Context: an optimization exercise on an open-source flow, tuned for small area. The choices shown serve that exercise and are no tape-out recipe.
Function was checked by simulation only, so behaviour that the tests miss may differ from the original.
Power figures rest on the tool's default switching activity, not on a simulated workload.

Setup of v55:
==> flow/design.v (excerpt) <==
module top(
    input wire clk,
    input wire rst,
    input wire set_password,
    input wire enter,
    input wire test,
    input wire [3:0] row,
    output wire [3:0] col,
    output wire [7:0] led_en,
    output wire led_ca,
    output wire led_cb,
    output wire led_cc,
    output wire led_cd,
    output wire led_ce,
    output wire led_cf,
    output wire led_cg,
    output wire led_dp,
    output wire gled0,
    output wire gled1,
    output wire rled0,
    output wire rled1,
    output wire rled2
);
For scale: ~65 flip-flops, roughly 34 I/O pins, roughly 2500 um^2 of cells after synthesis.
export LEC_CHECK = 0
export CAP_MARGIN = 0
export CORE_MARGIN = 2
export CORE_UTILIZATION = 40
export SLEW_MARGIN = 0
create_clock -name core_clock -period 10.0 [get_ports {clk}]
standard.sh (not shown) runs the stock make flow with config.mk's settings and CLKGATE_MAP_FILE= SYNTH_SCRIPT=/design/flow/synth_recipe.tcl, a recipe that flattens the netlist after the stock synthesis.
==> flow/flow/run.sh <==
#!/bin/bash
# Own layout flow: the standard flow (standard.sh) with
#  - synthesis as standard (same script, same registers), except that the
#    combinational logic is not pre-mapped to half/full adder cells
#    (extract_fa skipped) and is mapped by an area-oriented ABC script
#    (flow/area.abc) instead of the speed script,
#  - buf_1 cells as the port buffers,
#  - a clock tree of clkbuf_4 cells without dummy loads.
# Each tool's output goes to its log under orfs/logs; make's output to make_finish.log.
set -euo pipefail
W=$(pwd)
cat > "$W/own_synth.tcl" <<EOF2
proc abc {args} {
  set i [lsearch -exact \$args -script]
  lset args [expr {\$i + 1}] $W/flow/area.abc
  set j [lsearch -exact \$args -D]
  if {\$j >= 0} { lset args [expr {\$j + 1}] 100000 }
  yosys abc {*}\$args
}
proc extract_fa {args} { puts "own flow: extract_fa skipped" }
source $W/synth_recipe.tcl
EOF2
bash standard.sh \
  SYNTH_SCRIPT="$W/own_synth.tcl" \
  BUFFER_PORTS_ARGS="-buffer_cell sky130_fd_sc_hd__buf_1" \
  CTS_ARGS="-sink_clustering_enable -repair_clock_nets -dont_use_dummy_load -buf_list sky130_fd_sc_hd__clkbuf_4" \
  finish > make_finish.log 2>&1
==> flow/flow/area.abc <==
strash
balance -l
resub -K 6 -l
rewrite -l
resub -K 6 -N 2 -l
refactor -l
resub -K 8 -l
balance -l
resub -K 8 -N 2 -l
rewrite -l
resub -K 10 -l
rewrite -z -l
resub -K 10 -N 2 -l
balance -l
resub -K 12 -l
refactor -z -l
resub -K 12 -N 2 -l
rewrite -z -l
balance -l
balance -l
resub -K 6 -l
rewrite -l
resub -K 6 -N 2 -l
refactor -l
resub -K 8 -l
balance -l
resub -K 8 -N 2 -l
rewrite -l
resub -K 10 -l
rewrite -z -l
resub -K 10 -N 2 -l
balance -l
resub -K 12 -l
refactor -z -l
resub -K 12 -N 2 -l
rewrite -z -l
balance -l
&get -n
&dch -f
&nf -R 1000
&put
balance -l
resub -K 6 -l
rewrite -l
resub -K 6 -N 2 -l
refactor -l
resub -K 8 -l
balance -l
resub -K 8 -N 2 -l
rewrite -l
resub -K 10 -l
rewrite -z -l
resub -K 10 -N 2 -l
balance -l
resub -K 12 -l
refactor -z -l
resub -K 12 -N 2 -l
rewrite -z -l
balance -l
balance -l
resub -K 6 -l
rewrite -l
resub -K 6 -N 2 -l
refactor -l
resub -K 8 -l
balance -l
resub -K 8 -N 2 -l
rewrite -l
resub -K 10 -l
rewrite -z -l
resub -K 10 -N 2 -l
balance -l
resub -K 12 -l
refactor -z -l
resub -K 12 -N 2 -l
rewrite -z -l
balance -l
&get -n
&dch -f
&nf -R 1000
&put
&get -n
&dch -f
&nf -R 1000
&put
The final layout from v55, which completed every stage, passed the timing, design-rule and antenna checks at the end of the flow.
--- input diff v55..v48 ---
- swapping 0 for 20 in SLEW_MARGIN
- swapping 0 for 20 in CAP_MARGIN
==> comparison <==
- v48 | status: complete | timing, DRC, antenna: pass
- From v55 to v48 the numbers moved as follows: count of fill cells added during filler insertion level; aggregate routed wire length level.
- v55 -> v48: logic depth of the worst register-to-register path flat
- From v55 to v48, final cycle utilization of the critical path did not move at all.
- v55 -> v48: synthesis-to-layout area growth flat
- | post-route minimum period | v48 vs v55 | ≈ equal |
Relative to v48, the following input files were edited for v36:
- GPL_TIMING_DRIVEN newly set to 0
Findings:
v36 went all the way through synthesis, placement and routing and the layout is clean on timing, DRC and antenna.
The power share of the clock group on v36 is in line with that on v48.
As far as area of all sequential standard cells goes, v36 and v48 are indistinguishable; the numbers are identical.
In v36 relative to v48, upper clock frequency limit had gone down by a few percent.
Looking only at minimum setup slack in the final design, and setting everything else aside, the higher value of v48 and v36 goes to v48.
In the metrics for v48 and v36, the one carrying the lower data arrival time of the critical path is v48.
Total power delta (v48 -> v36): insignificant
v36 vs v48 — worst hold slack rose 0.012 ns.
Cell area after layout grows slightly when moving from v48 to v36.

## static timing again, ports no longer ideal
The results above use ideal ports. As a check the final layouts listed here were re-extracted and re-timed, cells and wires unchanged. Step 1 (the two cells are an assumption about what drives the block):
set clk [get_ports {clk}]
set_driving_cell -lib_cell sky130_fd_sc_hd__clkbuf_16 $clk
set_driving_cell -lib_cell sky130_fd_sc_hd__buf_2 [delete_from_list [all_inputs] $clk]
Step 2 times the ports against the registers' clock, not the clock port: input delays grow and output delays shrink by t, the midpoint of the rising clock arrivals with the driver on. Three values: ideal ports, drivers, drivers and shift; two values: the first two.
| run | shift t [ns] | setup slack, ns | hold WS [ns] | worst data-port slew with drivers (ns) | pins driven straight from the clock port |
|---|---|---|---|---|---|
| v55 | 0.396 | 6.098 / 6.073 / 6.469 | 0.313 / 0.313 / 0.313 | 0.03 | 1 |
| v48 | 0.396 | 6.098 / 6.073 / 6.469 | 0.313 / 0.313 / 0.313 | 0.03 | 1 |
| v36 | 0.414 | 5.978 / 5.954 / 6.368 | 0.325 / 0.325 / 0.325 | 0.03 | 1 |
After both steps every run listed still meets setup and hold.
